Source: an optimization exercise on an open RTL-to-GDS flow (aim: small area, a short achievable clock period and few clock cycles per item). Production flows keep margins and buffers that such runs may drop.
Where RTL was checked, it was by simulation tests only, not by an equivalence proof against the original.
Function not checked in run 2: the RTL went through the layout flow alone.

==> flow/design.v (outline; a module is shown in full before it is edited, if it fits) <==
// module M1: 435 lines
module M1 (
  input logic Clock,
  input logic Resetn,
  input logic Start,
  output logic Stop,
  output logic[17:0]   SRAM_address,
  output logic[15:0]   SRAM_write_data,
  output logic         SRAM_we_n,
  input logic[15:0]    SRAM_read_data
);
  // ...
==> flow/flow/run.sh <==
#!/bin/bash
# Standard synthesis and layout, with faster port buffers (buf_4) and
# clock-tree clustering settings from flow/cts.env. Logs go to this folder.
set -uo pipefail
here=$(pwd)
bash standard.sh synth > "$here/synth.log" 2>&1 || exit 1
bash standard.sh finish "BUFFER_PORTS_ARGS=-buffer_cell sky130_fd_sc_hd__buf_4" \
  $(cat flow/cts.env) > "$here/layout.log" 2>&1 || exit 1
==> flow/flow/cts.env <==
CTS_CLUSTER_SIZE=25 CTS_CLUSTER_DIAMETER=100
==> flow/standard.sh <==
#!/bin/bash
# synth_recipe.tcl (not shown) runs the flow's synth.tcl, then flattens the netlist and writes it again
# the make line also repeats each setting of config.mk as NAME=value (left out here)
make -C /OpenROAD-flow-scripts/flow DESIGN_CONFIG=/design/flow/config.mk WORK_HOME=/design/flow/orfs CLKGATE_MAP_FILE= SYNTH_SCRIPT=/design/flow/synth_recipe.tcl "${@:-finish}"
==> flow/config.mk <==
export PLATFORM = sky130hd
export DESIGN_NAME = M1
export DESIGN_NICKNAME = M1
export VERILOG_FILES = /design/flow/design.v
export SDC_FILE = /design/flow/constraint.sdc
export NUM_CORES = 4
export LEC_CHECK = 0
export CAP_MARGIN = 20
export CORE_MARGIN = 2
export CORE_UTILIZATION = 40
export SLEW_MARGIN = 20
==> flow/constraint.sdc <==
create_clock -name core_clock -period 24.0 [get_ports {Clock}]
set_input_delay 4.8000 -clock core_clock [delete_from_list [all_inputs] [get_ports {Clock}]]
set_output_delay 4.8000 -clock core_clock [all_outputs]
set_load 0.01 [all_outputs]
==> flow_metrics.py, run 1 <==
metrics = {
    "run_status": {
        "status": "no timing/DRC/antenna violations",
    },
    "setup_path": {
        "worstSetupStartpoint": "Stop",
        "critPathArrivalTime_ns": 1.10,
        "worstReg2RegStart": "mb",
        "cp-endpoint": "Stop",
        "crit_required_ns": 19.20,
        "critPathKind": "register to primary output",
        "critPathLaunchType": "register",
    },
    "layout": {
        "final_cells": 2862,
        "drive_gt1_frac": 0.0799,
        "antenna_cells": 0,
        "seq_share": 0.357,
        "seq_area_um2": 8540,
        "multiInputGateArea_um2": 12000,
    },
    "timing": {
        "fmax_mhz": 170,
        "final_hold_viol_count": 0,
        "timing.final.crit_share": 0.246,
        "period_needed_ns": 5.90,
    },
    "global_routing": {
        "grt_overflow_total": 0,
        "grtUsageMet3": 0.0202,
    },
    "drt": {
        "drtIter0Drc": 872,
        "first_pass_iters": 5,
        "routed-wl-met3_mm": 2.18,
        "viasPerCell": 5.03,
    },
    "cts": {
        "cts_tree": "built",
        "postCtsSetupBuffers": 0,
    },
    "placement": {
        "finalWeightedCongestion": 0.870,
        "numPortBuffers": 54,
        "pre_cts_ws_ns": 18.54,
    },
    "floorplanning": {
        "dieArea_um2": 57400,
        "nWellTaps": 748,
    },
    "yosys": {
        "synthAdderAreaFrac": 0.280,
        "ys_dominant_reg_cell": "dfxtp_1",
        "synth-simple-area-share": 0.104,
        "yosys_warnings": 4,
        "netlist.top_cell.by_area": "edfxtp_1",
        "synthXorXnorAreaFrac": 0.0304,
    },
    "min_path": {
        "hold_depth": 0,
        "hold_class": "register to register",
    },
}
Testbench counts, summed over its fixed seeds: cycles 768,124, images 4.
==> module M1, before the edit <==
module M1 (
  input logic Clock,
  input logic Resetn,
  input logic Start,
  output logic Stop,
  output logic[17:0]   SRAM_address,
  output logic[15:0]   SRAM_write_data,
  output logic         SRAM_we_n,
  input logic[15:0]    SRAM_read_data
);
localparam logic [17:0] U_START   = 18'd38400;
localparam logic [17:0] V_START   = 18'd57600;
localparam logic [17:0] RGB_START = 18'd146944;
logic        act;
logic [9:0]  ph;       
logic [16:0] ya;       
logic [17:0] wa;       
logic [6:0]  col;      
logic        wen;
logic [7:0]  pu [0:7];
logic [7:0]  pv [0:7];
logic [15:0] yw;              
logic [8:0]  iu, iv;          
logic i_v, i_3, m0, m78, m79;
always_comb begin
  i_v = ph[0] | ph[4];        
  i_3 = ph[3] | ph[4];        
  m0  = (col == 7'd0);
  m78 = (col == 7'd78);
  m79 = (col == 7'd79);
end
logic [7:0] t [0:5];
logic [7:0] s0, s1, s2, s3, s4, s5;
always_comb begin
  for (int k = 0; k < 6; k++) t[k] = i_v ? pv[k] : pu[k];
  s1 = (m0 & ~i_3) ? t[2] : t[1];
  s0 = m0 ? s1 : t[0];
  s2 = t[2];
  s3 = (m79 & i_3) ? t[2] : t[3];
  s4 = m79 ? s3 : t[4];
  s5 = m79 ? s3 : (m78 & i_3) ? t[4] : t[5];
end
logic [8:0] ia, ib, ic;       
always_ff @(posedge Clock) begin
  ia <= {1'b0, s0} + {1'b0, s5};
  ib <= {1'b0, s1} + {1'b0, s4};
  ic <= {1'b0, s2} + {1'b0, s3};
end
wire [16:0] isum;
wire ti_w1 = ia[7] ^ ia[5]; wire ti_w2 = ia[7] & ia[5];
wire ti_w3 = ia[8] ^ ia[6]; wire ti_w4 = ia[8] & ia[6];
wire ti_w5 = ia[4] ^ ia[2]; wire ti_w6 = ia[4] & ia[2];
wire ti_w7 = ia[5] ^ ia[3] ^ ia[1]; wire ti_w8 = (ia[5] & ia[3]) | (ia[1] & (ia[5] ^ ia[3]));
wire ti_w9 = ~ib[3] ^ ~ib[1] ^ ~ib[0]; wire ti_w10 = (~ib[3] & ~ib[1]) | (~ib[0] & (~ib[3] ^ ~ib[1]));
wire ti_w11 = ia[6] ^ ia[4] ^ ia[2]; wire ti_w12 = (ia[6] & ia[4]) | (ia[2] & (ia[6] ^ ia[4]));
wire ti_w13 = ~ib[4] ^ ~ib[2] ^ ~ib[1]; wire ti_w14 = (~ib[4] & ~ib[2]) | (~ib[1] & (~ib[4] ^ ~ib[2]));
wire ti_w15 = ia[3] ^ ~ib[5] ^ ~ib[3]; wire ti_w16 = (ia[3] & ~ib[5]) | (~ib[3] & (ia[3] ^ ~ib[5]));
wire ti_w17 = ~ib[2] ^ ~ic[7] ^ ic[2]; wire ti_w18 = (~ib[2] & ~ic[7]) | (ic[2] & (~ib[2] ^ ~ic[7]));
wire ti_w19 = ic[0] ^ ti_w1; wire ti_w20 = ic[0] & ti_w1;
wire ti_w21 = ia[4] ^ ~ib[6] ^ ~ib[4]; wire ti_w22 = (ia[4] & ~ib[6]) | (~ib[4] & (ia[4] ^ ~ib[6]));
wire ti_w23 = ~ib[3] ^ ~ic[8] ^ ic[3]; wire ti_w24 = (~ib[3] & ~ic[8]) | (ic[3] & (~ib[3] ^ ~ic[8]));
wire ti_w25 = ic[1] ^ ti_w2 ^ ti_w3; wire ti_w26 = (ic[1] & ti_w2) | (ti_w3 & (ic[1] ^ ti_w2));
wire ti_w27 = ia[7] ^ ia[5] ^ ~ib[7]; wire ti_w28 = (ia[7] & ia[5]) | (~ib[7] & (ia[7] ^ ia[5]));
wire ti_w29 = ~ib[5] ^ ~ib[4] ^ ic[4]; wire ti_w30 = (~ib[5] & ~ib[4]) | (ic[4] & (~ib[5] ^ ~ib[4]));
wire ti_w31 = ~(ic[2] ^ ti_w4); wire ti_w32 = (ic[2]) | (ti_w4);
wire ti_w33 = ia[8] ^ ia[6] ^ ~ib[8]; wire ti_w34 = (ia[8] & ia[6]) | (~ib[8] & (ia[8] ^ ia[6]));
wire ti_w35 = ~ib[6] ^ ~ib[5] ^ ic[5]; wire ti_w36 = (~ib[6] & ~ib[5]) | (ic[5] & (~ib[6] ^ ~ib[5]));
wire ti_w37 = ~(ic[3]); wire ti_w38 = ic[3];
wire ti_w39 = ia[7] ^ ~ib[7] ^ ~ib[6]; wire ti_w40 = (ia[7] & ~ib[7]) | (~ib[6] & (ia[7] ^ ~ib[7]));
wire ti_w41 = ia[8] ^ ~ib[8]; wire ti_w42 = ia[8] & ~ib[8];
wire ti_w43 = ia[2] ^ ia[0]; wire ti_w44 = ia[2] & ia[0];
wire ti_w45 = ia[3] ^ ia[1]; wire ti_w46 = ia[3] & ia[1];
wire ti_w47 = ia[0] ^ ~ib[2] ^ ~ib[0]; wire ti_w48 = (ia[0] & ~ib[2]) | (~ib[0] & (ia[0] ^ ~ib[2]));
wire ti_w49 = ~ic[4] ^ ti_w5; wire ti_w50 = ~ic[4] & ti_w5;
wire ti_w51 = ~ic[5] ^ ic[0] ^ ti_w6; wire ti_w52 = (~ic[5] & ic[0]) | (ti_w6 & (~ic[5] ^ ic[0]));
wire ti_w53 = ~(ti_w7 ^ ti_w9); wire ti_w54 = (ti_w7) | (ti_w9);
wire ti_w55 = ~ic[6] ^ ic[1] ^ ti_w8; wire ti_w56 = (~ic[6] & ic[1]) | (ti_w8 & (~ic[6] ^ ic[1]));
wire ti_w57 = ti_w10 ^ ti_w11 ^ ti_w13; wire ti_w58 = (ti_w10 & ti_w11) | (ti_w13 & (ti_w10 ^ ti_w11));
wire ti_w59 = ti_w12 ^ ti_w14 ^ ti_w15; wire ti_w60 = (ti_w12 & ti_w14) | (ti_w15 & (ti_w12 ^ ti_w14));
wire ti_w61 = ~(ti_w17 ^ ti_w19); wire ti_w62 = (ti_w17) | (ti_w19);
wire ti_w63 = ti_w16 ^ ti_w18 ^ ti_w20; wire ti_w64 = (ti_w16 & ti_w18) | (ti_w20 & (ti_w16 ^ ti_w18));
wire ti_w65 = ti_w21 ^ ti_w23 ^ ti_w25; wire ti_w66 = (ti_w21 & ti_w23) | (ti_w25 & (ti_w21 ^ ti_w23));
wire ti_w67 = ti_w22 ^ ti_w24 ^ ti_w26; wire ti_w68 = (ti_w22 & ti_w24) | (ti_w26 & (ti_w22 ^ ti_w24));
wire ti_w69 = ti_w27 ^ ti_w29 ^ ti_w31; wire ti_w70 = (ti_w27 & ti_w29) | (ti_w31 & (ti_w27 ^ ti_w29));
wire ti_w71 = ti_w28 ^ ti_w30 ^ ti_w32; wire ti_w72 = (ti_w28 & ti_w30) | (ti_w32 & (ti_w28 ^ ti_w30));
wire ti_w73 = ti_w33 ^ ti_w35 ^ ti_w37; wire ti_w74 = (ti_w33 & ti_w35) | (ti_w37 & (ti_w33 ^ ti_w35));
wire ti_w75 = ic[6] ^ ic[4] ^ ti_w34; wire ti_w76 = (ic[6] & ic[4]) | (ti_w34 & (ic[6] ^ ic[4]));
wire ti_w77 = ti_w36 ^ ti_w38 ^ ti_w39; wire ti_w78 = (ti_w36 & ti_w38) | (ti_w39 & (ti_w36 ^ ti_w38));
wire ti_w79 = ~ib[7] ^ ic[7] ^ ic[5]; wire ti_w80 = (~ib[7] & ic[7]) | (ic[5] & (~ib[7] ^ ic[7]));
wire ti_w81 = ~(ti_w40 ^ ti_w41); wire ti_w82 = (ti_w40) | (ti_w41);
wire ti_w83 = ~ib[8] ^ ic[8] ^ ic[6]; wire ti_w84 = (~ib[8] & ic[8]) | (ic[6] & (~ib[8] ^ ic[8]));
wire ti_w85 = ~ib[0] ^ ~ic[2]; wire ti_w86 = ~ib[0] & ~ic[2];
wire ti_w87 = ~ib[1] ^ ~ic[3] ^ ti_w44; wire ti_w88 = (~ib[1] & ~ic[3]) | (ti_w44 & (~ib[1] ^ ~ic[3]));
wire ti_w89 = ti_w46 ^ ti_w47 ^ ti_w49; wire ti_w90 = (ti_w46 & ti_w47) | (ti_w49 & (ti_w46 ^ ti_w47));
wire ti_w91 = ti_w48 ^ ti_w50 ^ ti_w51; wire ti_w92 = (ti_w48 & ti_w50) | (ti_w51 & (ti_w48 ^ ti_w50));
wire ti_w93 = ti_w52 ^ ti_w54 ^ ti_w55; wire ti_w94 = (ti_w52 & ti_w54) | (ti_w55 & (ti_w52 ^ ti_w54));
wire ti_w95 = ti_w56 ^ ti_w58 ^ ti_w59; wire ti_w96 = (ti_w56 & ti_w58) | (ti_w59 & (ti_w56 ^ ti_w58));
wire ti_w97 = ti_w60 ^ ti_w62 ^ ti_w63; wire ti_w98 = (ti_w60 & ti_w62) | (ti_w63 & (ti_w60 ^ ti_w62));
wire ti_w99 = ti_w64 ^ ti_w66 ^ ti_w67; wire ti_w100 = (ti_w64 & ti_w66) | (ti_w67 & (ti_w64 ^ ti_w66));
wire ti_w101 = ti_w68 ^ ti_w70 ^ ti_w71; wire ti_w102 = (ti_w68 & ti_w70) | (ti_w71 & (ti_w68 ^ ti_w70));
wire ti_w103 = ti_w72 ^ ti_w74 ^ ti_w75; wire ti_w104 = (ti_w72 & ti_w74) | (ti_w75 & (ti_w72 ^ ti_w74));
wire ti_w105 = ti_w76 ^ ti_w78 ^ ti_w79; wire ti_w106 = (ti_w76 & ti_w78) | (ti_w79 & (ti_w76 ^ ti_w78));
wire ti_w107 = ti_w42 ^ ti_w80 ^ ti_w82; wire ti_w108 = (ti_w42 & ti_w80) | (ti_w82 & (ti_w42 ^ ti_w80));
wire ti_w109 = ia[0] ^ ~ic[0]; wire ti_w110 = ia[0] & ~ic[0];
wire ti_w111 = ia[1] ^ ~ic[1]; wire ti_w112 = ia[1] & ~ic[1];
wire ti_w113 = ~(ti_w43 ^ ti_w85); wire ti_w114 = (ti_w43) | (ti_w85);
wire ti_w115 = ti_w45 ^ ti_w86 ^ ti_w87; wire ti_w116 = (ti_w45 & ti_w86) | (ti_w87 & (ti_w45 ^ ti_w86));
wire ti_w117 = ~(ti_w88 ^ ti_w89); wire ti_w118 = (ti_w88) | (ti_w89);
wire ti_w119 = ti_w53 ^ ti_w90 ^ ti_w91; wire ti_w120 = (ti_w53 & ti_w90) | (ti_w91 & (ti_w53 ^ ti_w90));
wire ti_w121 = ti_w57 ^ ti_w92 ^ ti_w93; wire ti_w122 = (ti_w57 & ti_w92) | (ti_w93 & (ti_w57 ^ ti_w92));
wire ti_w123 = ti_w61 ^ ti_w94 ^ ti_w95; wire ti_w124 = (ti_w61 & ti_w94) | (ti_w95 & (ti_w61 ^ ti_w94));
wire ti_w125 = ti_w65 ^ ti_w96 ^ ti_w97; wire ti_w126 = (ti_w65 & ti_w96) | (ti_w97 & (ti_w65 ^ ti_w96));
wire ti_w127 = ti_w69 ^ ti_w98 ^ ti_w99; wire ti_w128 = (ti_w69 & ti_w98) | (ti_w99 & (ti_w69 ^ ti_w98));
wire ti_w129 = ti_w73 ^ ti_w100 ^ ti_w101; wire ti_w130 = (ti_w73 & ti_w100) | (ti_w101 & (ti_w73 ^ ti_w100));
wire ti_w131 = ti_w77 ^ ti_w102 ^ ti_w103; wire ti_w132 = (ti_w77 & ti_w102) | (ti_w103 & (ti_w77 ^ ti_w102));
wire ti_w133 = ti_w81 ^ ti_w104 ^ ti_w105; wire ti_w134 = (ti_w81 & ti_w104) | (ti_w105 & (ti_w81 ^ ti_w104));
wire ti_w135 = ti_w83 ^ ti_w106 ^ ti_w107; wire ti_w136 = (ti_w83 & ti_w106) | (ti_w107 & (ti_w83 ^ ti_w106));
wire ti_w137 = ic[7] ^ ti_w84 ^ ti_w108; wire ti_w138 = (ic[7] & ti_w84) | (ti_w108 & (ic[7] ^ ti_w84));
wire [16:0] ti_ra = {1'b0, ic[8], ti_w136, ti_w134, ti_w132, ti_w130, ti_w128, ti_w126, ti_w124, ti_w122, ti_w120, ti_w118, ti_w116, ti_w114, ti_w112, ti_w110, 1'b1};
wire [16:0] ti_rb = {1'b0, ti_w138, ti_w137, ti_w135, ti_w133, ti_w131, ti_w129, ti_w127, ti_w125, ti_w123, ti_w121, ti_w119, ti_w117, ti_w115, ti_w113, ti_w111, ti_w109};
assign isum = ti_ra + ti_rb;
logic [7:0] ey;
logic [8:0] eu, ev, ex;       
logic       mb;               
logic [8:0] u_even, v_even;
always_comb begin
  u_even = {pu[1][7], ~pu[1][7], pu[1][6:0]};
  v_even = {pv[2][7], ~pv[2][7], pv[2][6:0]};
end
always_ff @(posedge Clock) begin
  ey <= ({8{ph[0] | ph[4]}} & SRAM_read_data[15:8])
      | ({8{ph[1] | ph[5]}} & yw[15:8])
      | ({8{ph[2] | ph[3] | ph[6] | ph[7]}} & yw[7:0]);
  if (ph[0] | ph[1] | ph[4] | ph[5]) begin
    eu <= u_even;
    ev <= v_even;
  end else begin
    eu <= iu;
    ev <= iv;
  end
  if (ph[0] | ph[4]) ex <= v_even;
  else if (ph[1] | ph[5]) ex <= u_even;
  else if (ph[2] | ph[6]) ex <= iv;
  else ex <= iu;
  mb <= ph[1] | ph[3] | ph[5] | ph[7];
end
wire [26:0] sX, sG;
wire tx_w1 = ~ey[6] ^ ex[8]; wire tx_w2 = ~ey[6] & ex[8];
wire tx_w3 = ~ey[7] ^ ey[0]; wire tx_w4 = ~ey[7] & ey[0];
wire tx_w5 = ey[2] ^ ey[0]; wire tx_w6 = ey[2] & ey[0];
wire tx_w7 = ey[3] ^ ey[1]; wire tx_w8 = ey[3] & ey[1];
wire tx_w9 = ey[4] ^ ey[2]; wire tx_w10 = ey[4] & ey[2];
wire tx_w11 = ey[5] ^ ey[3] ^ ey[1]; wire tx_w12 = (ey[5] & ey[3]) | (ey[1] & (ey[5] ^ ey[3]));
wire tx_w13 = ey[6] ^ ey[4] ^ ey[2]; wire tx_w14 = (ey[6] & ey[4]) | (ey[2] & (ey[6] ^ ey[4]));
wire tx_w15 = ex[8] ^ (mb ? ex[5] : ex[4]); wire tx_w16 = ex[8] & (mb ? ex[5] : ex[4]);
wire tx_w17 = ey[7] ^ ey[5] ^ ey[3]; wire tx_w18 = (ey[7] & ey[5]) | (ey[3] & (ey[7] ^ ey[5]));
wire tx_w19 = ey[0] ^ (mb ? ex[6] : ex[5]) ^ (~mb & ex[0]); wire tx_w20 = (ey[0] & (mb ? ex[6] : ex[5])) | ((~mb & ex[0]) & (ey[0] ^ (mb ? ex[6] : ex[5])));
wire tx_w21 = ey[6] ^ ey[4] ^ ey[1]; wire tx_w22 = (ey[6] & ey[4]) | (ey[1] & (ey[6] ^ ey[4]));
wire tx_w23 = (mb ? ex[7] : ex[6]) ^ (mb ? ex[0] : ex[1]); wire tx_w24 = (mb ? ex[7] : ex[6]) & (mb ? ex[0] : ex[1]);
wire tx_w25 = ey[7] ^ ey[5] ^ ey[2]; wire tx_w26 = (ey[7] & ey[5]) | (ey[2] & (ey[7] ^ ey[5]));
wire tx_w27 = ~mb ^ (mb ? ex[8] : ex[7]) ^ (mb ? ex[1] : ex[2]); wire tx_w28 = (~mb & (mb ? ex[8] : ex[7])) | ((mb ? ex[1] : ex[2]) & (~mb ^ (mb ? ex[8] : ex[7])));
wire tx_w29 = ey[6] ^ ey[3] ^ mb; wire tx_w30 = (ey[6] & ey[3]) | (mb & (ey[6] ^ ey[3]));
wire tx_w31 = (~mb & ex[8]) ^ (mb ? ex[2] : ex[3]); wire tx_w32 = (~mb & ex[8]) & (mb ? ex[2] : ex[3]);
wire tx_w33 = ey[7] ^ ey[4] ^ ~mb; wire tx_w34 = (ey[7] & ey[4]) | (~mb & (ey[7] ^ ey[4]));
wire tx_w35 = ~ey[2] ^ ex[4]; wire tx_w36 = ~ey[2] & ex[4];
wire tx_w37 = ~ey[3] ^ ex[5] ^ ex[4]; wire tx_w38 = (~ey[3] & ex[5]) | (ex[4] & (~ey[3] ^ ex[5]));
wire tx_w39 = ~ey[4] ^ ex[6] ^ ex[5]; wire tx_w40 = (~ey[4] & ex[6]) | (ex[5] & (~ey[4] ^ ex[6]));
wire tx_w41 = ex[2] ^ (mb & ex[3]); wire tx_w42 = ex[2] & (mb & ex[3]);
wire tx_w43 = ~ey[5] ^ ex[7] ^ ex[6]; wire tx_w44 = (~ey[5] & ex[7]) | (ex[6] & (~ey[5] ^ ex[7]));
wire tx_w45 = ex[3] ^ ex[0] ^ (mb & ex[4]); wire tx_w46 = (ex[3] & ex[0]) | ((mb & ex[4]) & (ex[3] ^ ex[0]));
wire tx_w47 = ex[7] ^ ex[4] ^ ex[1]; wire tx_w48 = (ex[7] & ex[4]) | (ex[1] & (ex[7] ^ ex[4]));
wire tx_w49 = ~((mb & ex[5]) ^ tx_w1); wire tx_w50 = ((mb & ex[5])) | (tx_w1);
wire tx_w51 = ex[8] ^ ex[5] ^ ex[2]; wire tx_w52 = (ex[8] & ex[5]) | (ex[2] & (ex[8] ^ ex[5]));
wire tx_w53 = (mb & ex[6]) ^ tx_w2 ^ tx_w3; wire tx_w54 = ((mb & ex[6]) & tx_w2) | (tx_w3 & ((mb & ex[6]) ^ tx_w2));
wire tx_w55 = ey[1] ^ ex[6] ^ ex[3]; wire tx_w56 = (ey[1] & ex[6]) | (ex[3] & (ey[1] ^ ex[6]));
wire tx_w57 = (mb & ex[0]) ^ (mb & ex[7]) ^ tx_w4; wire tx_w58 = ((mb & ex[0]) & (mb & ex[7])) | (tx_w4 & ((mb & ex[0]) ^ (mb & ex[7])));
wire tx_w59 = ex[7] ^ ex[4] ^ ~mb; wire tx_w60 = (ex[7] & ex[4]) | (~mb & (ex[7] ^ ex[4]));
wire tx_w61 = (mb ? ex[1] : ex[0]) ^ (mb & ex[8]) ^ tx_w5; wire tx_w62 = ((mb ? ex[1] : ex[0]) & (mb & ex[8])) | (tx_w5 & ((mb ? ex[1] : ex[0]) ^ (mb & ex[8])));
wire tx_w63 = ex[8] ^ ex[5] ^ (mb ? ex[2] : ex[1]); wire tx_w64 = (ex[8] & ex[5]) | ((mb ? ex[2] : ex[1]) & (ex[8] ^ ex[5]));
wire tx_w65 = (~mb & ex[0]) ^ tx_w6 ^ tx_w7; wire tx_w66 = ((~mb & ex[0]) & tx_w6) | (tx_w7 & ((~mb & ex[0]) ^ tx_w6));
wire tx_w67 = ey[0] ^ ex[6] ^ (mb ? ex[3] : ex[2]); wire tx_w68 = (ey[0] & ex[6]) | ((mb ? ex[3] : ex[2]) & (ey[0] ^ ex[6]));
wire tx_w69 = (~mb & ex[1]) ^ tx_w8 ^ tx_w9; wire tx_w70 = ((~mb & ex[1]) & tx_w8) | (tx_w9 & ((~mb & ex[1]) ^ tx_w8));
wire tx_w71 = ex[7] ^ (mb ? ex[4] : ex[3]) ^ (~mb & ex[2]); wire tx_w72 = (ex[7] & (mb ? ex[4] : ex[3])) | ((~mb & ex[2]) & (ex[7] ^ (mb ? ex[4] : ex[3])));
wire tx_w73 = ~(tx_w10 ^ tx_w11); wire tx_w74 = (tx_w10) | (tx_w11);
wire tx_w75 = (~mb & ex[3]) ^ (~mb & ex[0]) ^ tx_w12; wire tx_w76 = ((~mb & ex[3]) & (~mb & ex[0])) | (tx_w12 & ((~mb & ex[3]) ^ (~mb & ex[0])));
wire tx_w77 = ~(tx_w13 ^ tx_w15); wire tx_w78 = (tx_w13) | (tx_w15);
wire tx_w79 = (~mb & ex[4]) ^ (~mb & ex[1]) ^ tx_w14; wire tx_w80 = ((~mb & ex[4]) & (~mb & ex[1])) | (tx_w14 & ((~mb & ex[4]) ^ (~mb & ex[1])));
wire tx_w81 = tx_w16 ^ tx_w17 ^ tx_w19; wire tx_w82 = (tx_w16 & tx_w17) | (tx_w19 & (tx_w16 ^ tx_w17));
wire tx_w83 = (~mb & ex[5]) ^ (~mb & ex[2]) ^ tx_w18; wire tx_w84 = ((~mb & ex[5]) & (~mb & ex[2])) | (tx_w18 & ((~mb & ex[5]) ^ (~mb & ex[2])));
wire tx_w85 = tx_w20 ^ tx_w21 ^ tx_w23; wire tx_w86 = (tx_w20 & tx_w21) | (tx_w23 & (tx_w20 ^ tx_w21));
wire tx_w87 = (~mb & ex[6]) ^ (~mb & ex[3]) ^ tx_w22; wire tx_w88 = ((~mb & ex[6]) & (~mb & ex[3])) | (tx_w22 & ((~mb & ex[6]) ^ (~mb & ex[3])));
wire tx_w89 = tx_w24 ^ tx_w25 ^ tx_w27; wire tx_w90 = (tx_w24 & tx_w25) | (tx_w27 & (tx_w24 ^ tx_w25));
wire tx_w91 = (~mb & ex[7]) ^ (~mb & ex[4]) ^ tx_w26; wire tx_w92 = ((~mb & ex[7]) & (~mb & ex[4])) | (tx_w26 & ((~mb & ex[7]) ^ (~mb & ex[4])));
wire tx_w93 = tx_w28 ^ tx_w29 ^ tx_w31; wire tx_w94 = (tx_w28 & tx_w29) | (tx_w31 & (tx_w28 ^ tx_w29));
wire tx_w95 = (mb ? ex[3] : ex[4]) ^ (~mb & ex[8]) ^ (~mb & ex[5]); wire tx_w96 = ((mb ? ex[3] : ex[4]) & (~mb & ex[8])) | ((~mb & ex[5]) & ((mb ? ex[3] : ex[4]) ^ (~mb & ex[8])));
wire tx_w97 = tx_w30 ^ tx_w32 ^ tx_w33; wire tx_w98 = (tx_w30 & tx_w32) | (tx_w33 & (tx_w30 ^ tx_w32));
wire tx_w99 = ey[5] ^ mb ^ (mb ? ex[4] : ex[5]); wire tx_w100 = (ey[5] & mb) | ((mb ? ex[4] : ex[5]) & (ey[5] ^ mb));
wire tx_w101 = (~mb & ex[6]) ^ tx_w34; wire tx_w102 = (~mb & ex[6]) & tx_w34;
wire tx_w103 = ey[6] ^ (mb ? ex[5] : ex[6]) ^ (~mb & ex[7]); wire tx_w104 = (ey[6] & (mb ? ex[5] : ex[6])) | ((~mb & ex[7]) & (ey[6] ^ (mb ? ex[5] : ex[6])));
wire tx_w105 = ey[7] ^ mb; wire tx_w106 = ey[7] & mb;
wire tx_w107 = ~ey[0] ^ ex[2]; wire tx_w108 = ~ey[0] & ex[2];
wire tx_w109 = ~ey[1] ^ ex[3] ^ ex[2]; wire tx_w110 = (~ey[1] & ex[3]) | (ex[2] & (~ey[1] ^ ex[3]));
wire tx_w111 = ex[3] ^ ex[0] ^ (mb & ex[1]); wire tx_w112 = (ex[3] & ex[0]) | ((mb & ex[1]) & (ex[3] ^ ex[0]));
wire tx_w113 = ex[1] ^ (mb & ex[2]) ^ tx_w36; wire tx_w114 = (ex[1] & (mb & ex[2])) | (tx_w36 & (ex[1] ^ (mb & ex[2])));
wire tx_w115 = tx_w38 ^ tx_w39 ^ tx_w41; wire tx_w116 = (tx_w38 & tx_w39) | (tx_w41 & (tx_w38 ^ tx_w39));
wire tx_w117 = tx_w40 ^ tx_w42 ^ tx_w43; wire tx_w118 = (tx_w40 & tx_w42) | (tx_w43 & (tx_w40 ^ tx_w42));
wire tx_w119 = tx_w44 ^ tx_w46 ^ tx_w47; wire tx_w120 = (tx_w44 & tx_w46) | (tx_w47 & (tx_w44 ^ tx_w46));
wire tx_w121 = tx_w48 ^ tx_w50 ^ tx_w51; wire tx_w122 = (tx_w48 & tx_w50) | (tx_w51 & (tx_w48 ^ tx_w50));
wire tx_w123 = tx_w52 ^ tx_w54 ^ tx_w55; wire tx_w124 = (tx_w52 & tx_w54) | (tx_w55 & (tx_w52 ^ tx_w54));
wire tx_w125 = tx_w56 ^ tx_w58 ^ tx_w59; wire tx_w126 = (tx_w56 & tx_w58) | (tx_w59 & (tx_w56 ^ tx_w58));
wire tx_w127 = tx_w60 ^ tx_w62 ^ tx_w63; wire tx_w128 = (tx_w60 & tx_w62) | (tx_w63 & (tx_w60 ^ tx_w62));
wire tx_w129 = tx_w64 ^ tx_w66 ^ tx_w67; wire tx_w130 = (tx_w64 & tx_w66) | (tx_w67 & (tx_w64 ^ tx_w66));
wire tx_w131 = tx_w68 ^ tx_w70 ^ tx_w71; wire tx_w132 = (tx_w68 & tx_w70) | (tx_w71 & (tx_w68 ^ tx_w70));
wire tx_w133 = tx_w72 ^ tx_w74 ^ tx_w75; wire tx_w134 = (tx_w72 & tx_w74) | (tx_w75 & (tx_w72 ^ tx_w74));
wire tx_w135 = tx_w76 ^ tx_w78 ^ tx_w79; wire tx_w136 = (tx_w76 & tx_w78) | (tx_w79 & (tx_w76 ^ tx_w78));
wire tx_w137 = tx_w80 ^ tx_w82 ^ tx_w83; wire tx_w138 = (tx_w80 & tx_w82) | (tx_w83 & (tx_w80 ^ tx_w82));
wire tx_w139 = tx_w84 ^ tx_w86 ^ tx_w87; wire tx_w140 = (tx_w84 & tx_w86) | (tx_w87 & (tx_w84 ^ tx_w86));
wire tx_w141 = tx_w88 ^ tx_w90 ^ tx_w91; wire tx_w142 = (tx_w88 & tx_w90) | (tx_w91 & (tx_w88 ^ tx_w90));
wire tx_w143 = tx_w92 ^ tx_w94 ^ tx_w95; wire tx_w144 = (tx_w92 & tx_w94) | (tx_w95 & (tx_w92 ^ tx_w94));
wire tx_w145 = tx_w96 ^ tx_w98 ^ tx_w99; wire tx_w146 = (tx_w96 & tx_w98) | (tx_w99 & (tx_w96 ^ tx_w98));
wire tx_w147 = tx_w100 ^ tx_w102 ^ tx_w103; wire tx_w148 = (tx_w100 & tx_w102) | (tx_w103 & (tx_w100 ^ tx_w102));
wire tx_w149 = (mb ? ex[6] : ex[7]) ^ (~mb & ex[8]) ^ tx_w104; wire tx_w150 = ((mb ? ex[6] : ex[7]) & (~mb & ex[8])) | (tx_w104 & ((mb ? ex[6] : ex[7]) ^ (~mb & ex[8])));
wire tx_w151 = mb ^ (mb ? ex[7] : ex[8]); wire tx_w152 = mb & (mb ? ex[7] : ex[8]);
wire tx_w153 = ex[1] ^ tx_w107; wire tx_w154 = ex[1] & tx_w107;
wire tx_w155 = (mb & ex[0]) ^ tx_w108 ^ tx_w109; wire tx_w156 = ((mb & ex[0]) & tx_w108) | (tx_w109 & ((mb & ex[0]) ^ tx_w108));
wire tx_w157 = tx_w35 ^ tx_w110 ^ tx_w111; wire tx_w158 = (tx_w35 & tx_w110) | (tx_w111 & (tx_w35 ^ tx_w110));
wire tx_w159 = tx_w37 ^ tx_w112 ^ tx_w113; wire tx_w160 = (tx_w37 & tx_w112) | (tx_w113 & (tx_w37 ^ tx_w112));
wire tx_w161 = ~(tx_w114 ^ tx_w115); wire tx_w162 = (tx_w114) | (tx_w115);
wire tx_w163 = tx_w45 ^ tx_w116 ^ tx_w117; wire tx_w164 = (tx_w45 & tx_w116) | (tx_w117 & (tx_w45 ^ tx_w116));
wire tx_w165 = tx_w49 ^ tx_w118 ^ tx_w119; wire tx_w166 = (tx_w49 & tx_w118) | (tx_w119 & (tx_w49 ^ tx_w118));
wire tx_w167 = tx_w53 ^ tx_w120 ^ tx_w121; wire tx_w168 = (tx_w53 & tx_w120) | (tx_w121 & (tx_w53 ^ tx_w120));
wire tx_w169 = tx_w57 ^ tx_w122 ^ tx_w123; wire tx_w170 = (tx_w57 & tx_w122) | (tx_w123 & (tx_w57 ^ tx_w122));
wire tx_w171 = tx_w61 ^ tx_w124 ^ tx_w125; wire tx_w172 = (tx_w61 & tx_w124) | (tx_w125 & (tx_w61 ^ tx_w124));
wire tx_w173 = tx_w65 ^ tx_w126 ^ tx_w127; wire tx_w174 = (tx_w65 & tx_w126) | (tx_w127 & (tx_w65 ^ tx_w126));
wire tx_w175 = tx_w69 ^ tx_w128 ^ tx_w129; wire tx_w176 = (tx_w69 & tx_w128) | (tx_w129 & (tx_w69 ^ tx_w128));
wire tx_w177 = tx_w73 ^ tx_w130 ^ tx_w131; wire tx_w178 = (tx_w73 & tx_w130) | (tx_w131 & (tx_w73 ^ tx_w130));
wire tx_w179 = tx_w77 ^ tx_w132 ^ tx_w133; wire tx_w180 = (tx_w77 & tx_w132) | (tx_w133 & (tx_w77 ^ tx_w132));
wire tx_w181 = tx_w81 ^ tx_w134 ^ tx_w135; wire tx_w182 = (tx_w81 & tx_w134) | (tx_w135 & (tx_w81 ^ tx_w134));
wire tx_w183 = tx_w85 ^ tx_w136 ^ tx_w137; wire tx_w184 = (tx_w85 & tx_w136) | (tx_w137 & (tx_w85 ^ tx_w136));
wire tx_w185 = tx_w89 ^ tx_w138 ^ tx_w139; wire tx_w186 = (tx_w89 & tx_w138) | (tx_w139 & (tx_w89 ^ tx_w138));
wire tx_w187 = tx_w93 ^ tx_w140 ^ tx_w141; wire tx_w188 = (tx_w93 & tx_w140) | (tx_w141 & (tx_w93 ^ tx_w140));
wire tx_w189 = tx_w97 ^ tx_w142 ^ tx_w143; wire tx_w190 = (tx_w97 & tx_w142) | (tx_w143 & (tx_w97 ^ tx_w142));
wire tx_w191 = tx_w101 ^ tx_w144 ^ tx_w145; wire tx_w192 = (tx_w101 & tx_w144) | (tx_w145 & (tx_w101 ^ tx_w144));
wire tx_w193 = ~(tx_w146 ^ tx_w147); wire tx_w194 = (tx_w146) | (tx_w147);
wire tx_w195 = tx_w105 ^ tx_w148 ^ tx_w149; wire tx_w196 = (tx_w105 & tx_w148) | (tx_w149 & (tx_w105 ^ tx_w148));
wire tx_w197 = tx_w106 ^ tx_w150 ^ tx_w151; wire tx_w198 = (tx_w106 & tx_w150) | (tx_w151 & (tx_w106 ^ tx_w150));
wire tx_w199 = ~mb ^ (mb & ex[8]) ^ tx_w152; wire tx_w200 = (~mb & (mb & ex[8])) | (tx_w152 & (~mb ^ (mb & ex[8])));
wire [26:0] tx_ra = {1'b1, tx_w198, tx_w196, tx_w194, tx_w192, tx_w190, tx_w188, tx_w186, tx_w184, tx_w182, tx_w180, tx_w178, tx_w176, tx_w174, tx_w172, tx_w170, tx_w168, tx_w166, tx_w164, tx_w162, tx_w160, tx_w158, tx_w156, tx_w154, 1'b1, ex[1], ex[0]};
wire [26:0] tx_rb = {tx_w200, tx_w199, tx_w197, tx_w195, tx_w193, tx_w191, tx_w189, tx_w187, tx_w185, tx_w183, tx_w181, tx_w179, tx_w177, tx_w175, tx_w173, tx_w171, tx_w169, tx_w167, tx_w165, tx_w163, tx_w161, tx_w159, tx_w157, tx_w155, tx_w153, ex[0], 1'b0};
assign sX = tx_ra + tx_rb;
wire tg_w1 = ey[7] ^ ey[5]; wire tg_w2 = ey[7] & ey[5];
wire tg_w3 = ey[6] ^ ey[4] ^ ey[1]; wire tg_w4 = (ey[6] & ey[4]) | (ey[1] & (ey[6] ^ ey[4]));
wire tg_w5 = ey[7] ^ ey[5]; wire tg_w6 = ey[7] & ey[5];
wire tg_w7 = ey[3] ^ ey[1]; wire tg_w8 = ey[3] & ey[1];
wire tg_w9 = ey[4] ^ ey[2] ^ ey[0]; wire tg_w10 = (ey[4] & ey[2]) | (ey[0] & (ey[4] ^ ey[2]));
wire tg_w11 = ey[5] ^ ey[3] ^ ey[1]; wire tg_w12 = (ey[5] & ey[3]) | (ey[1] & (ey[5] ^ ey[3]));
wire tg_w13 = ~eu[4] ^ ~eu[1] ^ ~eu[0]; wire tg_w14 = (~eu[4] & ~eu[1]) | (~eu[0] & (~eu[4] ^ ~eu[1]));
wire tg_w15 = ey[6] ^ ey[4] ^ ey[2]; wire tg_w16 = (ey[6] & ey[4]) | (ey[2] & (ey[6] ^ ey[4]));
wire tg_w17 = ~eu[5] ^ ~eu[2] ^ ~eu[1]; wire tg_w18 = (~eu[5] & ~eu[2]) | (~eu[1] & (~eu[5] ^ ~eu[2]));
wire tg_w19 = ~ev[3] ^ ~ev[1]; wire tg_w20 = ~ev[3] & ~ev[1];
wire tg_w21 = ey[3] ^ ey[0] ^ ~eu[6]; wire tg_w22 = (ey[3] & ey[0]) | (~eu[6] & (ey[3] ^ ey[0]));
wire tg_w23 = ~eu[3] ^ ~eu[2] ^ ~ev[4]; wire tg_w24 = (~eu[3] & ~eu[2]) | (~ev[4] & (~eu[3] ^ ~eu[2]));
wire tg_w25 = ~ev[2] ^ ~ev[1] ^ tg_w1; wire tg_w26 = (~ev[2] & ~ev[1]) | (tg_w1 & (~ev[2] ^ ~ev[1]));
wire tg_w27 = ~eu[7] ^ ~eu[4] ^ ~eu[3]; wire tg_w28 = (~eu[7] & ~eu[4]) | (~eu[3] & (~eu[7] ^ ~eu[4]));
wire tg_w29 = ~ev[5] ^ ~ev[3] ^ ~ev[2]; wire tg_w30 = (~ev[5] & ~ev[3]) | (~ev[2] & (~ev[5] ^ ~ev[3]));
wire tg_w31 = ~(tg_w2 ^ tg_w3); wire tg_w32 = (tg_w2) | (tg_w3);
wire tg_w33 = ey[2] ^ ~eu[8] ^ ~eu[5]; wire tg_w34 = (ey[2] & ~eu[8]) | (~eu[5] & (ey[2] ^ ~eu[8]));
wire tg_w35 = ~eu[4] ^ ~ev[6] ^ ~ev[4]; wire tg_w36 = (~eu[4] & ~ev[6]) | (~ev[4] & (~eu[4] ^ ~ev[6]));
wire tg_w37 = ~ev[3] ^ tg_w4 ^ tg_w5; wire tg_w38 = (~ev[3] & tg_w4) | (tg_w5 & (~ev[3] ^ tg_w4));
wire tg_w39 = ey[6] ^ ey[3] ^ ~eu[6]; wire tg_w40 = (ey[6] & ey[3]) | (~eu[6] & (ey[6] ^ ey[3]));
wire tg_w41 = ~eu[5] ^ ~ev[7] ^ ~ev[5]; wire tg_w42 = (~eu[5] & ~ev[7]) | (~ev[5] & (~eu[5] ^ ~ev[7]));
wire tg_w43 = ~(~ev[4] ^ tg_w6); wire tg_w44 = (~ev[4]) | (tg_w6);
wire tg_w45 = ey[7] ^ ey[4] ^ ~eu[7]; wire tg_w46 = (ey[7] & ey[4]) | (~eu[7] & (ey[7] ^ ey[4]));
wire tg_w47 = ~eu[6] ^ ~ev[8] ^ ~ev[6]; wire tg_w48 = (~eu[6] & ~ev[8]) | (~ev[6] & (~eu[6] ^ ~ev[8]));
wire tg_w49 = ~(~ev[5]); wire tg_w50 = ~ev[5];
wire tg_w51 = ey[5] ^ ~eu[8] ^ ~eu[7]; wire tg_w52 = (ey[5] & ~eu[8]) | (~eu[7] & (ey[5] ^ ~eu[8]));
wire tg_w53 = ~ev[7] ^ ~ev[6]; wire tg_w54 = ~ev[7] & ~ev[6];
wire tg_w55 = ~ey[2] ^ ~eu[1]; wire tg_w56 = ~ey[2] & ~eu[1];
wire tg_w57 = ~ey[3] ^ ~eu[2] ^ ~eu[1]; wire tg_w58 = (~ey[3] & ~eu[2]) | (~eu[1] & (~ey[3] ^ ~eu[2]));
wire tg_w59 = ~ev[5] ^ ~ev[0]; wire tg_w60 = ~ev[5] & ~ev[0];
wire tg_w61 = ~ey[4] ^ ~eu[3] ^ ~eu[2]; wire tg_w62 = (~ey[4] & ~eu[3]) | (~eu[2] & (~ey[4] ^ ~eu[3]));
wire tg_w63 = ~(~ev[6] ^ ~ev[1]); wire tg_w64 = (~ev[6]) | (~ev[1]);
wire tg_w65 = ~ey[5] ^ ~eu[4] ^ ~eu[3]; wire tg_w66 = (~ey[5] & ~eu[4]) | (~eu[3] & (~ey[5] ^ ~eu[4]));
wire tg_w67 = ~ev[7] ^ ~ev[2]; wire tg_w68 = ~ev[7] & ~ev[2];
wire tg_w69 = ~ey[6] ^ ~eu[5] ^ ~eu[4]; wire tg_w70 = (~ey[6] & ~eu[5]) | (~eu[4] & (~ey[6] ^ ~eu[5]));
wire tg_w71 = ~(~ev[8] ^ ~ev[3]); wire tg_w72 = (~ev[8]) | (~ev[3]);
wire tg_w73 = ~ey[7] ^ ey[0] ^ ~eu[6]; wire tg_w74 = (~ey[7] & ey[0]) | (~eu[6] & (~ey[7] ^ ey[0]));
wire tg_w75 = ~(~eu[5] ^ ~ev[4]); wire tg_w76 = (~eu[5]) | (~ev[4]);
wire tg_w77 = ey[1] ^ ~eu[7] ^ ~eu[6]; wire tg_w78 = (ey[1] & ~eu[7]) | (~eu[6] & (ey[1] ^ ~eu[7]));
wire tg_w79 = ~(~eu[0] ^ ~ev[5]); wire tg_w80 = (~eu[0]) | (~ev[5]);
wire tg_w81 = ey[2] ^ ey[0] ^ ~eu[8]; wire tg_w82 = (ey[2] & ey[0]) | (~eu[8] & (ey[2] ^ ey[0]));
wire tg_w83 = ~eu[7] ^ ~eu[1] ^ ~ev[6]; wire tg_w84 = (~eu[7] & ~eu[1]) | (~ev[6] & (~eu[7] ^ ~eu[1]));
wire tg_w85 = ~eu[8] ^ ~eu[2] ^ ~ev[7]; wire tg_w86 = (~eu[8] & ~eu[2]) | (~ev[7] & (~eu[8] ^ ~eu[2]));
wire tg_w87 = ~(~ev[0] ^ tg_w7); wire tg_w88 = (~ev[0]) | (tg_w7);
wire tg_w89 = ~eu[3] ^ ~eu[0] ^ ~ev[8]; wire tg_w90 = (~eu[3] & ~eu[0]) | (~ev[8] & (~eu[3] ^ ~eu[0]));
wire tg_w91 = ~ev[1] ^ tg_w8 ^ tg_w9; wire tg_w92 = (~ev[1] & tg_w8) | (tg_w9 & (~ev[1] ^ tg_w8));
wire tg_w93 = ~ev[2] ^ ~ev[0] ^ tg_w10; wire tg_w94 = (~ev[2] & ~ev[0]) | (tg_w10 & (~ev[2] ^ ~ev[0]));
wire tg_w95 = ~(tg_w11 ^ tg_w13); wire tg_w96 = (tg_w11) | (tg_w13);
wire tg_w97 = ~ev[0] ^ tg_w12 ^ tg_w14; wire tg_w98 = (~ev[0] & tg_w12) | (tg_w14 & (~ev[0] ^ tg_w12));
wire tg_w99 = tg_w15 ^ tg_w17 ^ tg_w19; wire tg_w100 = (tg_w15 & tg_w17) | (tg_w19 & (tg_w15 ^ tg_w17));
wire tg_w101 = tg_w16 ^ tg_w18 ^ tg_w20; wire tg_w102 = (tg_w16 & tg_w18) | (tg_w20 & (tg_w16 ^ tg_w18));
wire tg_w103 = tg_w21 ^ tg_w23 ^ tg_w25; wire tg_w104 = (tg_w21 & tg_w23) | (tg_w25 & (tg_w21 ^ tg_w23));
wire tg_w105 = tg_w22 ^ tg_w24 ^ tg_w26; wire tg_w106 = (tg_w22 & tg_w24) | (tg_w26 & (tg_w22 ^ tg_w24));
wire tg_w107 = tg_w27 ^ tg_w29 ^ tg_w31; wire tg_w108 = (tg_w27 & tg_w29) | (tg_w31 & (tg_w27 ^ tg_w29));
wire tg_w109 = tg_w28 ^ tg_w30 ^ tg_w32; wire tg_w110 = (tg_w28 & tg_w30) | (tg_w32 & (tg_w28 ^ tg_w30));
wire tg_w111 = tg_w33 ^ tg_w35 ^ tg_w37; wire tg_w112 = (tg_w33 & tg_w35) | (tg_w37 & (tg_w33 ^ tg_w35));
wire tg_w113 = tg_w34 ^ tg_w36 ^ tg_w38; wire tg_w114 = (tg_w34 & tg_w36) | (tg_w38 & (tg_w34 ^ tg_w36));
wire tg_w115 = tg_w39 ^ tg_w41 ^ tg_w43; wire tg_w116 = (tg_w39 & tg_w41) | (tg_w43 & (tg_w39 ^ tg_w41));
wire tg_w117 = tg_w40 ^ tg_w42 ^ tg_w44; wire tg_w118 = (tg_w40 & tg_w42) | (tg_w44 & (tg_w40 ^ tg_w42));
wire tg_w119 = tg_w45 ^ tg_w47 ^ tg_w49; wire tg_w120 = (tg_w45 & tg_w47) | (tg_w49 & (tg_w45 ^ tg_w47));
wire tg_w121 = tg_w46 ^ tg_w48 ^ tg_w50; wire tg_w122 = (tg_w46 & tg_w48) | (tg_w50 & (tg_w46 ^ tg_w48));
wire tg_w123 = ~(tg_w51 ^ tg_w53); wire tg_w124 = (tg_w51) | (tg_w53);
wire tg_w125 = ey[6] ^ ~eu[8] ^ ~ev[8]; wire tg_w126 = (ey[6] & ~eu[8]) | (~ev[8] & (ey[6] ^ ~eu[8]));
wire tg_w127 = ~ev[7] ^ tg_w52 ^ tg_w54; wire tg_w128 = (~ev[7] & tg_w52) | (tg_w54 & (~ev[7] ^ tg_w52));
wire tg_w129 = ey[7] ^ ~ev[8]; wire tg_w130 = ey[7] & ~ev[8];
wire tg_w131 = ~ey[1] ^ ~eu[0]; wire tg_w132 = ~ey[1] & ~eu[0];
wire tg_w133 = ~eu[0] ^ ~ev[4] ^ tg_w55; wire tg_w134 = (~eu[0] & ~ev[4]) | (tg_w55 & (~eu[0] ^ ~ev[4]));
wire tg_w135 = tg_w56 ^ tg_w57 ^ tg_w59; wire tg_w136 = (tg_w56 & tg_w57) | (tg_w59 & (tg_w56 ^ tg_w57));
wire tg_w137 = tg_w58 ^ tg_w60 ^ tg_w61; wire tg_w138 = (tg_w58 & tg_w60) | (tg_w61 & (tg_w58 ^ tg_w60));
wire tg_w139 = tg_w62 ^ tg_w64 ^ tg_w65; wire tg_w140 = (tg_w62 & tg_w64) | (tg_w65 & (tg_w62 ^ tg_w64));
wire tg_w141 = tg_w66 ^ tg_w68 ^ tg_w69; wire tg_w142 = (tg_w66 & tg_w68) | (tg_w69 & (tg_w66 ^ tg_w68));
wire tg_w143 = tg_w70 ^ tg_w72 ^ tg_w73; wire tg_w144 = (tg_w70 & tg_w72) | (tg_w73 & (tg_w70 ^ tg_w72));
wire tg_w145 = tg_w74 ^ tg_w76 ^ tg_w77; wire tg_w146 = (tg_w74 & tg_w76) | (tg_w77 & (tg_w74 ^ tg_w76));
wire tg_w147 = tg_w78 ^ tg_w80 ^ tg_w81; wire tg_w148 = (tg_w78 & tg_w80) | (tg_w81 & (tg_w78 ^ tg_w80));
wire tg_w149 = tg_w82 ^ tg_w84 ^ tg_w85; wire tg_w150 = (tg_w82 & tg_w84) | (tg_w85 & (tg_w82 ^ tg_w84));
wire tg_w151 = tg_w86 ^ tg_w88 ^ tg_w89; wire tg_w152 = (tg_w86 & tg_w88) | (tg_w89 & (tg_w86 ^ tg_w88));
wire tg_w153 = tg_w90 ^ tg_w92 ^ tg_w93; wire tg_w154 = (tg_w90 & tg_w92) | (tg_w93 & (tg_w90 ^ tg_w92));
wire tg_w155 = tg_w94 ^ tg_w96 ^ tg_w97; wire tg_w156 = (tg_w94 & tg_w96) | (tg_w97 & (tg_w94 ^ tg_w96));
wire tg_w157 = tg_w98 ^ tg_w100 ^ tg_w101; wire tg_w158 = (tg_w98 & tg_w100) | (tg_w101 & (tg_w98 ^ tg_w100));
wire tg_w159 = tg_w102 ^ tg_w104 ^ tg_w105; wire tg_w160 = (tg_w102 & tg_w104) | (tg_w105 & (tg_w102 ^ tg_w104));
wire tg_w161 = tg_w106 ^ tg_w108 ^ tg_w109; wire tg_w162 = (tg_w106 & tg_w108) | (tg_w109 & (tg_w106 ^ tg_w108));
wire tg_w163 = tg_w110 ^ tg_w112 ^ tg_w113; wire tg_w164 = (tg_w110 & tg_w112) | (tg_w113 & (tg_w110 ^ tg_w112));
wire tg_w165 = tg_w114 ^ tg_w116 ^ tg_w117; wire tg_w166 = (tg_w114 & tg_w116) | (tg_w117 & (tg_w114 ^ tg_w116));
wire tg_w167 = tg_w118 ^ tg_w120 ^ tg_w121; wire tg_w168 = (tg_w118 & tg_w120) | (tg_w121 & (tg_w118 ^ tg_w120));
wire tg_w169 = tg_w122 ^ tg_w124 ^ tg_w125; wire tg_w170 = (tg_w122 & tg_w124) | (tg_w125 & (tg_w122 ^ tg_w124));
wire tg_w171 = tg_w126 ^ tg_w128 ^ tg_w129; wire tg_w172 = (tg_w126 & tg_w128) | (tg_w129 & (tg_w126 ^ tg_w128));
wire tg_w173 = ~ey[0] ^ ~ev[2]; wire tg_w174 = ~ey[0] & ~ev[2];
wire tg_w175 = ~(~ev[3] ^ tg_w131); wire tg_w176 = (~ev[3]) | (tg_w131);
wire tg_w177 = ~(tg_w132 ^ tg_w133); wire tg_w178 = (tg_w132) | (tg_w133);
wire tg_w179 = ~(tg_w134 ^ tg_w135); wire tg_w180 = (tg_w134) | (tg_w135);
wire tg_w181 = tg_w63 ^ tg_w136 ^ tg_w137; wire tg_w182 = (tg_w63 & tg_w136) | (tg_w137 & (tg_w63 ^ tg_w136));
wire tg_w183 = tg_w67 ^ tg_w138 ^ tg_w139; wire tg_w184 = (tg_w67 & tg_w138) | (tg_w139 & (tg_w67 ^ tg_w138));
wire tg_w185 = tg_w71 ^ tg_w140 ^ tg_w141; wire tg_w186 = (tg_w71 & tg_w140) | (tg_w141 & (tg_w71 ^ tg_w140));
wire tg_w187 = tg_w75 ^ tg_w142 ^ tg_w143; wire tg_w188 = (tg_w75 & tg_w142) | (tg_w143 & (tg_w75 ^ tg_w142));
wire tg_w189 = tg_w79 ^ tg_w144 ^ tg_w145; wire tg_w190 = (tg_w79 & tg_w144) | (tg_w145 & (tg_w79 ^ tg_w144));
wire tg_w191 = tg_w83 ^ tg_w146 ^ tg_w147; wire tg_w192 = (tg_w83 & tg_w146) | (tg_w147 & (tg_w83 ^ tg_w146));
wire tg_w193 = tg_w87 ^ tg_w148 ^ tg_w149; wire tg_w194 = (tg_w87 & tg_w148) | (tg_w149 & (tg_w87 ^ tg_w148));
wire tg_w195 = tg_w91 ^ tg_w150 ^ tg_w151; wire tg_w196 = (tg_w91 & tg_w150) | (tg_w151 & (tg_w91 ^ tg_w150));
wire tg_w197 = tg_w95 ^ tg_w152 ^ tg_w153; wire tg_w198 = (tg_w95 & tg_w152) | (tg_w153 & (tg_w95 ^ tg_w152));
wire tg_w199 = tg_w99 ^ tg_w154 ^ tg_w155; wire tg_w200 = (tg_w99 & tg_w154) | (tg_w155 & (tg_w99 ^ tg_w154));
wire tg_w201 = tg_w103 ^ tg_w156 ^ tg_w157; wire tg_w202 = (tg_w103 & tg_w156) | (tg_w157 & (tg_w103 ^ tg_w156));
wire tg_w203 = tg_w107 ^ tg_w158 ^ tg_w159; wire tg_w204 = (tg_w107 & tg_w158) | (tg_w159 & (tg_w107 ^ tg_w158));
wire tg_w205 = tg_w111 ^ tg_w160 ^ tg_w161; wire tg_w206 = (tg_w111 & tg_w160) | (tg_w161 & (tg_w111 ^ tg_w160));
wire tg_w207 = tg_w115 ^ tg_w162 ^ tg_w163; wire tg_w208 = (tg_w115 & tg_w162) | (tg_w163 & (tg_w115 ^ tg_w162));
wire tg_w209 = tg_w119 ^ tg_w164 ^ tg_w165; wire tg_w210 = (tg_w119 & tg_w164) | (tg_w165 & (tg_w119 ^ tg_w164));
wire tg_w211 = tg_w123 ^ tg_w166 ^ tg_w167; wire tg_w212 = (tg_w123 & tg_w166) | (tg_w167 & (tg_w123 ^ tg_w166));
wire tg_w213 = tg_w127 ^ tg_w168 ^ tg_w169; wire tg_w214 = (tg_w127 & tg_w168) | (tg_w169 & (tg_w127 ^ tg_w168));
wire tg_w215 = ~(tg_w170 ^ tg_w171); wire tg_w216 = (tg_w170) | (tg_w171);
wire tg_w217 = tg_w130 ^ tg_w172; wire tg_w218 = tg_w130 & tg_w172;
wire [26:0] tg_ra = {1'b1, 1'b1, tg_w216, tg_w214, tg_w212, tg_w210, tg_w208, tg_w206, tg_w204, tg_w202, tg_w200, tg_w198, tg_w196, tg_w194, tg_w192, tg_w190, tg_w188, tg_w186, tg_w184, tg_w182, tg_w180, tg_w178, tg_w176, tg_w174, 1'b1, ~ev[1], ~ev[0]};
wire [26:0] tg_rb = {1'b0, tg_w218, tg_w217, tg_w215, tg_w213, tg_w211, tg_w209, tg_w207, tg_w205, tg_w203, tg_w201, tg_w199, tg_w197, tg_w195, tg_w193, tg_w191, tg_w189, tg_w187, tg_w185, tg_w183, tg_w181, tg_w179, tg_w177, tg_w175, tg_w173, 1'b0, 1'b1};
assign sG = tg_ra + tg_rb;
logic [10:0] qx, qg;          
logic [7:0] cx, cg, hb;
function automatic logic [7:0] clip(input logic [10:0] x);
  if (x[10]) clip = 8'd0;
  else if (x[9:8] != 2'b00) clip = 8'd255;
  else clip = x[7:0];
endfunction
always_comb begin
  cx = clip(qx);
  cg = clip(qg);
end
logic wr_next;     
always_comb wr_next = wen & (ph[2] | ph[4] | ph[5] | ph[6] | ph[8] | ph[9]);
logic we;          
assign SRAM_we_n = ~we;
always_ff @(posedge Clock or negedge Resetn) begin
  if (~Resetn) begin
    act <= 1'b0;
    Stop <= 1'b0;
    we <= 1'b0;
  end else begin
    we <= 1'b0;
    if (!act) begin
      if (Start && !Stop) act <= 1'b1;
    end else if (wr_next) begin
      we <= 1'b1;
      if (wa == 18'h3FFFF) begin
        Stop <= 1'b1;
        act <= 1'b0;
      end
    end
  end
end
always_ff @(posedge Clock) begin
  if (!act) begin
    ph <= 10'b00_0000_0010;
    ya <= -17'sd5;
    wa <= RGB_START;
    col <= 7'd77;
    wen <= 1'b0;
    SRAM_address <= U_START;
  end else begin
    ph <= {ph[8:0], ph[9]};
    if (ph[0]) SRAM_address <= U_START + 18'd3 + {{2{ya[16]}}, ya[16:1]};
    if (ph[3]) SRAM_address <= V_START + 18'd2 + {{2{ya[16]}}, ya[16:1]};
    if (ph[1] | ph[7]) begin SRAM_address <= {2'd0, ya[15:0]}; ya <= ya + 17'd1; end
    if (wr_next) begin SRAM_address <= wa; wa <= wa + 18'd1; end
    if (ph[1] && ya == 17'd1) wen <= 1'b1;
    if (ph[8]) col <= (col == 7'd79) ? 7'd0 : col + 7'd1;
  end
end
always_ff @(posedge Clock) begin
  if (ph[0] | ph[4]) yw <= SRAM_read_data;
  if (ph[9] | ph[3]) begin
    for (int k = 0; k < 6; k++) pu[k] <= pu[k+1];
    pu[6] <= ph[3] ? SRAM_read_data[15:8] : pu[7];
    pu[7] <= SRAM_read_data[7:0];
  end
  if (ph[1] | ph[6]) begin
    for (int k = 0; k < 6; k++) pv[k] <= pv[k+1];
    pv[6] <= ph[6] ? SRAM_read_data[15:8] : pv[7];
    pv[7] <= SRAM_read_data[7:0];
  end
  if (ph[0] | ph[4]) iu <= isum[16:8];
  if (ph[1] | ph[5]) iv <= isum[16:8];
  qx <= sX[26:16];
  qg <= sG[26:16];
  hb <= cx;
  if (ph[4] | ph[8]) SRAM_write_data <= {hb, cx};
  else if (ph[5] | ph[9]) SRAM_write_data <= {cg, cx};
  else SRAM_write_data <= {cx, cg};
end
endmodule
==> inputs of run 2 (changes only) <==
--- a/flow/design.v
+++ b/flow/design.v
@@ -23,9 +23,8 @@
 logic [7:0]  pv [0:7];
 logic [15:0] yw;              
-logic [8:0]  iu, iv;          
 logic i_v, i_3, m0, m78, m79;
 always_comb begin
-  i_v = ph[0] | ph[4];        
-  i_3 = ph[3] | ph[4];        
+  i_v = ph[1] | ph[5];        
+  i_3 = ph[4] | ph[5];        
   m0  = (col == 7'd0);
   m78 = (col == 7'd78);
@@ -50,4 +49,5 @@
 end
 wire [16:0] isum;
+wire [8:0]  ichr = isum[16:8];
 wire ti_w1 = ia[7] ^ ia[5]; wire ti_w2 = ia[7] & ia[5];
 wire ti_w3 = ia[8] ^ ia[6]; wire ti_w4 = ia[8] & ia[6];
@@ -127,22 +127,18 @@
 logic [8:0] u_even, v_even;
 always_comb begin
-  u_even = {pu[1][7], ~pu[1][7], pu[1][6:0]};
+  u_even = {pu[2][7], ~pu[2][7], pu[2][6:0]};
   v_even = {pv[2][7], ~pv[2][7], pv[2][6:0]};
 end
 always_ff @(posedge Clock) begin
-  ey <= ({8{ph[0] | ph[4]}} & SRAM_read_data[15:8])
-      | ({8{ph[1] | ph[5]}} & yw[15:8])
+  ey <= ({8{ph[0]}} & SRAM_read_data[15:8])
+      | ({8{ph[1] | ph[4] | ph[5]}} & yw[15:8])
       | ({8{ph[2] | ph[3] | ph[6] | ph[7]}} & yw[7:0]);
-  if (ph[0] | ph[1] | ph[4] | ph[5]) begin
-    eu <= u_even;
-    ev <= v_even;
-  end else begin
-    eu <= iu;
-    ev <= iv;
-  end
+  if (ph[0] | ph[4]) eu <= u_even;
+  else if (ph[1] | ph[5]) eu <= ichr;
+  if (ph[0] | ph[4]) ev <= v_even;
+  else if (ph[2] | ph[6]) ev <= ichr;
   if (ph[0] | ph[4]) ex <= v_even;
-  else if (ph[1] | ph[5]) ex <= u_even;
-  else if (ph[2] | ph[6]) ex <= iv;
-  else ex <= iu;
+  else if (ph[2] | ph[6]) ex <= ichr;
+  else ex <= eu;
   mb <= ph[1] | ph[3] | ph[5] | ph[7];
 end
@@ -398,6 +394,6 @@
 always_ff @(posedge Clock) begin
   if (!act) begin
-    ph <= 10'b00_0000_0010;
-    ya <= -17'sd5;
+    ph <= 10'b00_0000_0100;
+    ya <= -17'sd4;
     wa <= RGB_START;
     col <= 7'd77;
@@ -406,26 +402,24 @@
   end else begin
     ph <= {ph[8:0], ph[9]};
-    if (ph[0]) SRAM_address <= U_START + 18'd3 + {{2{ya[16]}}, ya[16:1]};
+    if (ph[1]) SRAM_address <= U_START + 18'd2 + {{2{ya[16]}}, ya[16:1]};
     if (ph[3]) SRAM_address <= V_START + 18'd2 + {{2{ya[16]}}, ya[16:1]};
-    if (ph[1] | ph[7]) begin SRAM_address <= {2'd0, ya[15:0]}; ya <= ya + 17'd1; end
+    if (ph[0] | ph[7]) begin SRAM_address <= {2'd0, ya[15:0]}; ya <= ya + 17'd1; end
     if (wr_next) begin SRAM_address <= wa; wa <= wa + 18'd1; end
-    if (ph[1] && ya == 17'd1) wen <= 1'b1;
-    if (ph[8]) col <= (col == 7'd79) ? 7'd0 : col + 7'd1;
+    if (ph[1] && ya == 17'd2) wen <= 1'b1;
+    if (ph[6]) col <= (col == 7'd79) ? 7'd0 : col + 7'd1;
   end
 end
 always_ff @(posedge Clock) begin
-  if (ph[0] | ph[4]) yw <= SRAM_read_data;
-  if (ph[9] | ph[3]) begin
+  if (ph[0] | ph[3]) yw <= SRAM_read_data;
+  if (ph[2] | ph[4]) begin
     for (int k = 0; k < 6; k++) pu[k] <= pu[k+1];
-    pu[6] <= ph[3] ? SRAM_read_data[15:8] : pu[7];
+    pu[6] <= ph[4] ? SRAM_read_data[15:8] : pu[7];
     pu[7] <= SRAM_read_data[7:0];
   end
-  if (ph[1] | ph[6]) begin
+  if (ph[2] | ph[6]) begin
     for (int k = 0; k < 6; k++) pv[k] <= pv[k+1];
     pv[6] <= ph[6] ? SRAM_read_data[15:8] : pv[7];
     pv[7] <= SRAM_read_data[7:0];
   end
-  if (ph[0] | ph[4]) iu <= isum[16:8];
-  if (ph[1] | ph[5]) iv <= isum[16:8];
   qx <= sX[26:16];
   qg <= sG[26:16];
==> flow/flow/run.sh (replaced) <==
#!/bin/bash
# Standard synthesis and layout, with faster port buffers (buf_4) and the
# extra ORFS settings listed in flow/make.env (one NAME=value per line).
# Logs go to this folder.
set -uo pipefail
here=$(pwd)
args=()
while IFS= read -r line; do [ -n "$line" ] && args+=("$line"); done < flow/make.env
bash standard.sh synth > "$here/synth.log" 2>&1 || exit 1
bash standard.sh finish "BUFFER_PORTS_ARGS=-buffer_cell sky130_fd_sc_hd__buf_4" \
  "${args[@]}" > "$here/layout.log" 2>&1 || exit 1
==> flow/flow/make.env (new file) <==
CTS_CLUSTER_SIZE=25
CTS_CLUSTER_DIAMETER=100
removed: flow/flow/cts.env
==> run 2 against run 1 <==
- flip-flop and latch count is 18 lower
- clock-buffer cell count down 3
- synthesized cell count fell by 0.43%
- critical path type unchanged
- sequential share of layout area down 1.1 points
- worst setup slack got worse by 0.0030 ns
- first-iteration DRC count is 13% higher
- utilization grew 0.26 points
- fmax is essentially flat
==> flow_metrics.py, run 2 <==
metrics = {
    "setup_path": {
        "cp_top_family": "flip-flops",
        "critPathLaunchType": "register",
        "endpoint_kind": "primary output",
        "timing.rr.end": "qg[9]",
        "critPathKind": "register to primary output",
        "cp_max_fo": 3,
        "critPathArrivalTime_ns": 1.10,
        "cpPeakStageDelay_ns": 0.41,
        "crit_slowest_cell": "dfrtp_1",
        "crit_required_ns": 19.20,
        "worstPathCellList": "buf_4",
        "worstSetupStartpoint": "Stop",
        "worstReg2RegStart": "ey[0]",
    },
    "layout": {
        "antenna_cells": 0,
        "drive_gt1_frac": 0.0794,
    },
    "timing": {
        "fmax_mhz": 169,
        "worstMarginPinSlew_ns": 1.08,
        "finalSetupViolations": 0,
        "timing.final.crit_share": 0.246,
        "drv_slew": 0,
        "setup_tns_ns": 0,
        "final_hold_viol_count": 0,
        "period_needed_ns": 5.90,
    },
    "cts": {
        "numClockSinks": 327,
        "cts_tree": "built",
        "ctsRootBufferMaster": "clkbuf_16",
        "cts_resized": 0,
        "insertion_delay_ns": 0.54,
        "ctsLongestPathBuffers": 3,
        "postCtsSetupBuffers": 0,
    },
    "global_routing": {
        "grt_overflow_total": 0,
        "grt_pass1_wl_mm": 83.8,
        "antenna_found_initial": 1,
        "grt_pass1_vias": 14911,
        "grtUsageTotal": 0.188,
    },
    "yosys": {
        "netlist.top_cell.by_area": "edfxtp_1",
        "yosys_warnings": 4,
        "syn_area_um2": 21900,
        "synthTopCellsByCount": "inv_1, fa_1, dfxtp_1, edfxtp_1, ha_1",
        "synth_seq_area_share": 0.373,
        "synthTopCellsByArea": "edfxtp_1, fa_1, dfxtp_1, ha_1, inv_1",
        "ys_dominant_reg_cell": "edfxtp_1",
        "synth_edf_count": 162,
        "synth-async-reset-ratio": 0.00917,
        "yosysMostFrequentCell": "inv_1",
        "ys_seq_elements": 327,
    },
    "flow_run": {
        "maxCapViolCount": 0,
    },
    "floorplanning": {
        "dieArea_um2": 56800,
        "row_count": 85,
        "io-pin-count": 55,
        "die_width_um": 238,
    },
    "run_status": {
        "status": "no timing/DRC/antenna violations",
    },
    "drt": {
        "drc": 0,
        "drt-total-wl_mm": 52.3,
        "viasPerCell": 5.18,
        "first_pass_iters": 7,
        "drtIter0Drc": 985,
        "ant_nets": 0,
    },
    "min_path": {
        "hold_class": "register to register",
        "holdPathEnd": "pu[5][7]",
        "hold_depth": 0,
        "worstHoldStart": "pu[6][7]",
    },
    "placement": {
        "finalWeightedCongestion": 0.869,
        "dp_hpwl_mm": 41.4,
        "numPortBuffers": 54,
    },
}
## run 2: per-layer routing
metal,global-route usage,up-vias,wire length (um)
met5,0,-,0
met4,0.0466,0,1240
met3,0.0228,61,2650
met2,0.314,346,25100
met1,0.260,7207,23400
li1,-,6961,-
## run 2: area by class of cell
class,count,area (um^2)
fillers,5086,30400
multi-input cells,1311,12100
flip-flops and latches,327,8180
repair buffers,70,526
inverters,377,1420
clock inverters,5,87.6
well taps,696,871
clock buffers,25,465
## run 2: kinds of logic after synthesis
| group | after synthesis | share of synthesized area |
|---|---|---|
| simple gates | 441 | 0.0979 |
| flops | 327 | 0.373 |
| fa+ha+maj | 372 | 0.285 |
| mux | 70 | 0.0389 |
| buf+inv | 437 | 0.0758 |
| xor+xnor | 70 | 0.0279 |
| compound gates | 358 | 0.102 |
## run 2: per-stage QoR
step / cell area [um^2] / setup WS, ns / utilization / instances
floorplan: 21900 / 18.70 / - / 2075
global placement: 23100 / 18.54 / 0.428 / 2781
detailed placement: 23100 / 18.50 / 0.428 / 2781
CTS: 23700 / 18.08 / 0.438 / 2811
global route: 23700 / 18.06 / 0.438 / 2811
finish: 23700 / 18.10 / 0.438 / 2811
## run 2: worst max-delay path by stage
stage,to,slack [ns]
2_1_floorplan,pu[6][0],18.70
3_3_place_gp,ey[6],18.54
3_5_place_dp,ey[3],18.50
4_1_cts,Stop,18.08
5_1_grt,Stop,18.06
6_report,Stop,18.10

-- separate check: timing with driven ports --
Ports are ideal in the flow. The routed layouts listed here were re-timed in OpenROAD.
Step 1 (the two cells are an assumption about what drives the block):
set clk [get_ports {Clock}]
set_driving_cell -lib_cell sky130_fd_sc_hd__clkbuf_16 $clk
set_driving_cell -lib_cell sky130_fd_sc_hd__buf_2 [delete_from_list [all_inputs] $clk]
Step 2, shift: input delay + t, output delay - t, t = (earliest + latest rising clock arrival at the registers) / 2. This alone moves slack from input paths to output paths.
Slacks: ideal / step 1 / step 2; pairs: ideal / step 1.
run | t, ns | setup slack, ns | slew at the worst register clock pin (ns) | worst data-port slew with drivers (ns)
run 1 | 0.599 | 18.103 / 18.049 / 18.531 | 0.11 / 0.11 | 0.07
run 2 | 0.585 | 18.100 / 18.043 / 18.499 | 0.11 / 0.11 | 0.06
After both steps every run listed still meets setup and hold.
